Source: an optimization exercise on an open RTL-to-GDS flow (aim: small area, a short achievable clock period and few clock cycles per item). Production flows keep margins and buffers that such runs may drop. Function not checked in this run: the RTL went through the layout flow alone.

--- flow/constraint.sdc ---
create_clock -name core_clock -period 10.5 [get_ports {CLOCK_50_I}]
set_input_delay 2.1000 -clock core_clock [delete_from_list [all_inputs] [get_ports {CLOCK_50_I}]]
set_output_delay 2.1000 -clock core_clock [all_outputs]
set_load 0.01 [all_outputs]
--- flow/run.sh ---
#!/bin/bash
# synth_recipe.tcl (not shown) runs the flow's synth.tcl, then flattens the netlist and writes it again
# the make line also repeats each setting of config.mk as NAME=value (left out here)
make -C /OpenROAD-flow-scripts/flow DESIGN_CONFIG=/design/flow/config.mk WORK_HOME=/design/flow/orfs CLKGATE_MAP_FILE= SYNTH_SCRIPT=/design/flow/synth_recipe.tcl finish
--- flow/design.v ---
`timescale 1ns/100ps
`default_nettype none
module milestone1 (
    input  logic        CLOCK_50_I,
    input  logic        resetn,
    input  logic        M1_start,
    input  logic [15:0] SRAM_read_data,
    output logic [15:0] SRAM_write_data,
    output logic [17:0] SRAM_address,
    output logic        SRAM_we_n,
    output logic        M1_done
);
localparam logic [17:0] U_BASE   = 18'd38400;
localparam logic [17:0] V_BASE   = 18'd57600;
localparam logic [17:0] RGB_BASE = 18'd146944;
logic [1:0]  st;           
logic [2:0]  ph;           
logic [2:0]  pro;          
logic        first;        
logic [7:0]  jc;           
logic [14:0] cw;           
logic [17:0] yc;           
logic [17:0] wa;           
localparam logic [1:0] ST_IDLE = 2'd0, ST_PRO = 2'd1, ST_RUN = 2'd2, ST_DONE = 2'd3;
wire running = (st == ST_PRO) || (st == ST_RUN);
wire odd_slot = jc[0];
logic [15:0] uw0, uw1, uw2, uw3;    
logic [15:0] vw0, vw1, vw2, vw3;    
logic [15:0] yw;                    
always_ff @(posedge CLOCK_50_I) begin
    if (running && ph == 3'd2) begin
        if (odd_slot) begin
            uw0 <= uw1; uw1 <= uw2; uw2 <= uw3; uw3 <= SRAM_read_data;
        end else begin
            vw0 <= vw1; vw1 <= vw2; vw2 <= vw3; vw3 <= SRAM_read_data;
        end
    end
    if (ph == 3'd1) yw <= SRAM_read_data;
end
wire use_v = (ph == 3'd3);
wire [63:0] sw = use_v ? {vw0, vw1, vw2, vw3} : {uw0, uw1, uw2, uw3};
wire [7:0] S0 = sw[63:56], S1 = sw[55:48], S2 = sw[47:40], S3 = sw[39:32];
wire [7:0] S4 = sw[31:24], S5 = sw[23:16], S6 = sw[15:8];
logic [7:0] x0, x1, x2, x3, x4, x5;
always_comb begin
    case (jc)
        8'd0:   begin x0 = S2; x1 = S2; x2 = S2; x3 = S3; x4 = S4; x5 = S5; end
        8'd1:   begin x0 = S2; x1 = S2; x2 = S3; x3 = S4; x4 = S5; x5 = S6; end
        8'd157: begin x0 = S1; x1 = S2; x2 = S3; x3 = S4; x4 = S5; x5 = S5; end
        8'd158: begin x0 = S0; x1 = S1; x2 = S2; x3 = S3; x4 = S3; x5 = S3; end
        8'd159: begin x0 = S1; x1 = S2; x2 = S3; x3 = S3; x4 = S3; x5 = S3; end
        default: begin
            if (jc[0]) begin x0 = S1; x1 = S2; x2 = S3; x3 = S4; x4 = S5; x5 = S6; end
            else       begin x0 = S0; x1 = S1; x2 = S2; x3 = S3; x4 = S4; x5 = S5; end
        end
    endcase
end
wire [8:0] a1 = x0 + x5;
wire [8:0] a2 = x1 + x4;
wire [8:0] a3 = x2 + x3;
wire [16:0] fsum = 17'(21 * a1) - 17'(52 * a2) + 17'(159 * a3) + 17'd32896;
wire [8:0] fw = fsum[16:8];         
logic [8:0] uo, vo;                 
always_ff @(posedge CLOCK_50_I) begin
    if (ph == 3'd2) uo <= fw;
    if (ph == 3'd3) vo <= fw;
end
wire even_px = (ph == 3'd2);
wire [7:0] ue = odd_slot ? uw1[7:0] : uw1[15:8];    
wire [7:0] ve = odd_slot ? vw1[7:0] : vw2[15:8];    
wire [7:0] py = even_px ? yw[15:8] : yw[7:0];
wire [8:0] pu = even_px ? {ue[7], ~ue[7], ue[6:0]} : uo;    
wire [8:0] pv = even_px ? {ve[7], ~ve[7], ve[6:0]} : vo;    
wire ku = ~pu[8] & ~pu[7];
wire kv = ~pv[8] & ~pv[7];
wire [26:0] tr = 27'(76284 * py) + 27'(104595 * pv) + 27'(67108864 - 1220544 - 104595*256);
wire [26:0] tg = 27'(76284 * py) - 27'(25624 * pu) - 27'(53281 * pv)
               + 27'(67108864 - 1220544 + 25624*256 + 53281*256);
wire [26:0] tb = 27'(76284 * py) + 27'(132251 * pu) + 27'(67108864 - 1220544 - 132251*256);
function automatic [7:0] clip(input [26:0] t, input kill);
    if (kill || !t[26]) clip = 8'd0;
    else if (t[25] || t[24]) clip = 8'd255;
    else clip = t[23:16];
endfunction
wire [7:0] cr = clip(tr, kv);
wire [7:0] cg = clip(tg, ku | kv);
wire [7:0] cb = clip(tb, ku);
logic [7:0] b0;
always_ff @(posedge CLOCK_50_I) begin
    if (ph == 3'd2) b0 <= cb;
    case (ph)
        3'd2: SRAM_write_data <= {cr, cg};
        3'd0: SRAM_write_data <= {b0, cr};
        3'd1: SRAM_write_data <= {cg, cb};
        default: ;
    endcase
end
always_ff @(posedge CLOCK_50_I or negedge resetn) begin
    if (!resetn) begin
        st <= ST_IDLE;
        ph <= 3'd0;
        pro <= 3'd0;
        first <= 1'b0;
        jc <= 8'd0;
        cw <= 15'd0;
        yc <= 18'd0;
        wa <= 18'd0;
        SRAM_address <= 18'd0;
        SRAM_we_n <= 1'b1;
        M1_done <= 1'b0;
    end else begin
        case (st)
        ST_IDLE: begin
            if (M1_start) begin
                st <= ST_PRO;
                ph <= 3'd0;
                pro <= 3'd4;
                first <= 1'b1;
                jc <= 8'd155;
                cw <= 15'd0;
                yc <= 18'd262140;      
                wa <= RGB_BASE;
                SRAM_address <= U_BASE;
                SRAM_we_n <= 1'b1;
            end
        end
        ST_PRO, ST_RUN: begin
            ph <= (ph == 3'd4) ? 3'd0 : ph + 3'd1;
            case (ph)
            3'd0: begin                            
                SRAM_address <= wa;
                SRAM_we_n <= !(st == ST_RUN && !first);
                if (st == ST_RUN && !first) wa <= wa + 18'd1;
            end
            3'd1: begin                            
                SRAM_address <= wa;
                SRAM_we_n <= !(st == ST_RUN && !first);
                if (st == ST_RUN && !first) wa <= wa + 18'd1;
            end
            3'd2: begin                            
                SRAM_address <= wa;
                if (st == ST_RUN && !first && wa == 18'd0) begin
                    st <= ST_DONE;
                    M1_done <= 1'b1;
                    SRAM_we_n <= 1'b1;
                end else begin
                    SRAM_we_n <= !(st == ST_RUN);
                    if (st == ST_RUN) wa <= wa + 18'd1;
                end
            end
            3'd3: begin                            
                SRAM_address <= yc;
                SRAM_we_n <= 1'b1;
                yc <= yc + 18'd1;
            end
            default: begin                         
                SRAM_we_n <= 1'b1;
                jc <= (jc == 8'd159) ? 8'd0 : jc + 8'd1;
                if (!jc[0]) begin                  
                    SRAM_address <= U_BASE + {3'd0, cw};
                end else begin                     
                    SRAM_address <= V_BASE + {3'd0, cw};
                    cw <= cw + 15'd1;
                end
                if (st == ST_PRO) begin
                    if (pro == 3'd0) st <= ST_RUN;
                    else pro <= pro - 3'd1;
                end else begin
                    first <= 1'b0;
                end
            end
            endcase
        end
        default: begin
            SRAM_we_n <= 1'b1;
            M1_done <= 1'b1;
        end
        endcase
    end
end
endmodule
--- flow/config.mk ---
export PLATFORM = sky130hd
export DESIGN_NAME = milestone1
export DESIGN_NICKNAME = milestone1
export VERILOG_FILES = /design/flow/design.v
export SDC_FILE = /design/flow/constraint.sdc
export NUM_CORES = 4
export LEC_CHECK = 0
export CAP_MARGIN = 20
export CORE_MARGIN = 2
export CORE_UTILIZATION = 40
export SLEW_MARGIN = 20
==> results.txt <==
cells by family (layout without fill, tap and decap cells):
| family | Yosys count | after routing | synth area share, % |
|---|---|---|---|
| adder cells (fa/ha/maj) | 719 | 719 | 36.20 |
| multiplexers | 79 | 79 | 2.748 |
| AO/OA/AOI/OAI | 538 | 538 | 12.48 |
| XOR/XNOR | 161 | 161 | 4.787 |
| buffers and inverters | 607 | 912 | 7.794 |
| AND/OR/NAND/NOR | 597 | 597 | 9.557 |
| flip-flops | 274 | 274 | 26.44 |
| other | 0 | 1 | 0 |
metal layers:
layer / wire (um) / GRT usage, % / share of wire (%)
met5: 115 / 0.9398 / 0.15
met4: 2670 / 6.842 / 3.5
met3: 4193 / 3.088 / 5.5
met2: 33530 / 30.75 / 44
met1: 36130 / 29.75 / 47
worst max path at each step:
stage	end	slack [ps]	depth (start not counted)
2_1_floorplan	uo[7]	8	42
3_3_place_gp	uo[7]	120	43
3_5_place_dp	SRAM_write_data[14]	40	43
4_1_cts	SRAM_write_data[3]	1	44
5_1_grt	uo[7]	-120	47
6_report	uo[4]	330	43
worst max-delay path, delay by kind of cell, from the launching register on:
family          cells  cell delay [ps]
flops               1              390
fa+ha+maj          15             5950
simple gates        8             1430
compound gates      5              830
buf+inv            12              860
xor+xnor            3              440
timing repair:
action                                  in CTS  in global routing
setup buffers                                0                  8
endpoints found under the setup margin       2                 34
pin swaps                                    0                 44
gates resized for setup                      2                 81
per-stage QoR:
stage / setup slack, ps / hold WS, ps / instance area, um^2
after floorplan: 8.026 / 400.3 / 29470
after global placement: 123.7 / 401.3 / 32860
after detailed placement: 37.21 / 405.2 / 32860
after CTS: 1.426 / 418.9 / 33830
after global routing: -119.9 / 424.0 / 34260
final: 330.1 / 417.5 / 34260
area by class of cell:
class	count	share of cell area, %
Antenna cell	1	0.007303
Clock buffer	35	2.246
Clock inverter	20	0.5477
Inverter	553	6.065
Multi-Input combinational cell	2094	57.73
Sequential cell	274	22.74
Tap cell	959	3.502
Timing Repair Buffer	304	7.164
placed cells by master, fill, tap and decap left out, types with 14 or more instances in the layout:
cell / Yosys / routed
a21o_1: 44 / 44
inv_1: 552 / 547
dfrtp_1: 87 / 86
or2_2: 18 / 18
clkdlybuf4s50_1: 0 / 53
a21oi_1: 131 / 116
nand2_1: 209 / 205
clkbuf_16: 0 / 30
and3_1: 27 / 27
o22ai_1: 37 / 37
fa_1: 222 / 220
o21ai_1: 5 / 14
o21a_1: 33 / 33
xor2_1: 69 / 67
o21bai_1: 26 / 25
o221ai_1: 22 / 22
mux2i_1: 75 / 75
ha_1: 497 / 489
nor2_1: 139 / 134
a221oi_1: 19 / 18
or3_1: 17 / 16
buf_4: 1 / 245
nand3_1: 50 / 50
o211ai_1: 15 / 15
o21ai_0: 89 / 77
a21oi_2: 4 / 19
nor3_1: 48 / 46
edfxtp_1: 186 / 186
xnor2_1: 92 / 80
nand4_1: 18 / 18
==> impl_metrics.json <==
{
  "status": "no timing/DRC/antenna violations",
  "wirelength_um": 76640,
  "regToRegStartpoint": "jc[5]",
  "cts_tree": "built",
  "seq_area_um2": 7790,
  "grt_overflow": 0,
  "seq_area_frac_synth_pct": 26.44,
  "top_regs": "SRAM_address (18), wa (18), yc (18)",
  "netlist_top_cells_count": "inv_1 (552), ha_1 (497), fa_1 (222), nand2_1 (209), edfxtp_1 (186)",
  "clock_path_buffers": 3,
  "setup_viol": 0,
  "grt_usage_pct": 20.40,
  "fill_cells": 6831,
  "place.gp.congestion": 0.9206,
  "synth-async-reset-ratio_pct": 32.12,
  "drive_gt1_share_pct": 13.38,
  "clkSinkCount": 274,
  "crit_path_max_fanout": 3,
  "path_common_cell": "fa_1",
  "start_util_pct": 40.38,
  "area.growth.synth_to_final_pct": 16.31,
  "synth.top_cell.area_share_pct": 21.11,
  "critPathMaxStageDelay_ps": 550,
  "hold_end": "vw2[2]",
  "grt_pass1_vias": 21660,
  "min_period_ps": 10170,
  "dpl.hpwl_um": 63450,
  "vias": 22100,
  "final_nets": 3995,
  "syn_avg_cell_area_um2": 9.902,
  "clk_transition_reported_paths_ps": 60,
  "synth_area_um2": 29460,
  "drcViolationCount": 0,
  "synth-edff-count": 186,
  "antenna_left": 0,
  "wl_per_cell_um": 18.07,
  "ioPinCount": 55,
  "syn-num-nets": 3713,
  "timing.fmax_mhz": 98.33,
  "end_kind": "register",
  "final_cells": 4240,
  "dpl.cell_count": 4176,
  "rr_worst_depth": 43,
  "hold_buffers": 0,
  "dieArea_um2": 75830,
  "synth_top_area_cell": "ha_1",
  "num_rows": 99,
  "start_kind": "register",
  "antenna_found_initial": 2,
  "clkLatencyLatePin_ps": 580,
  "syn_inst": 2975,
  "final_util_pct": 46.96,
  "relSlewSlack_pct": 25.17,
  "firstDrtPassIters": 5,
  "skew_ps": 14.12,
  "ys_types": 92,
  "crit_slowest_cell": "or4_4",
  "synth.most_common_cell": "inv_1",
  "yosys_warnings": 1,
  "multi_input_area_um2": 19780,
  "r2r_end": "uo[4]",
  "grt_pass1_wl_um": 120400,
  "startpoint": "jc[5]",
  "critPathArrivalTime_ps": 10490,
  "vias_per_cell": 5.212,
  "hold_class": "register to register",
  "ys.flop_type": "edfxtp_1",
  "rrSetupSlack_ps": 330,
  "die_y_um": 275.4,
  "worst-slew-pin-transition_ps": 1114,
  "io_buffers": 54,
  "cts_root_buffer": "clkbuf_16",
  "numCtsBuffers": 30,
  "maxCapViolations": 0,
  "min_from": "vw3[2]",
  "drt_iter0_markers": 1425,
  "core_um2": 72960,
  "htreeDepth": 1,
  "final_max_slew_viol_count": 0,
  "finalHoldViolations": 0,
  "criticalPathCategory": "register to register",
  "fp.dieW_um": 275.4,
  "netlist_top_cells_area": "ha_1 (21%), edfxtp_1 (19%), fa_1 (15%)",
  "tns_ps": 0,
  "min_path_cells": 0,
  "required_ps": 10820,
  "ys_ff_latch": 274,
  "grt_max_degree": 71,
  "finalCritPeriodShare_pct": 96.86
}

[separate check: timing with driven ports]
The flow's constraints put no driver on any port. The routed layout listed below was extracted and timed again, unchanged, in two steps. Step 1, drivers: a clkbuf_16 drives CLOCK_50_I and a buf_2 each remaining input, both assumed. Step 2 times the ports against the registers' clock, not the clock port: input delays grow and output delays shrink by t, the midpoint of the rising clock arrivals with the driver on. Slacks: no drivers / after step 1 / after step 2; pairs: no drivers / after step 1.
shift t [ns]: 0.637
slack for setup (ns): 0.330 / 0.330 / 0.330
hold slack, ns: 0.418 / 0.418 / 0.418
worst data-port slew with drivers (ns): 0.09
After both steps this run still meets setup and hold. For this run, drivers alone change the setup slack by 0.000 ns; drivers and shift together by 0.000 ns.
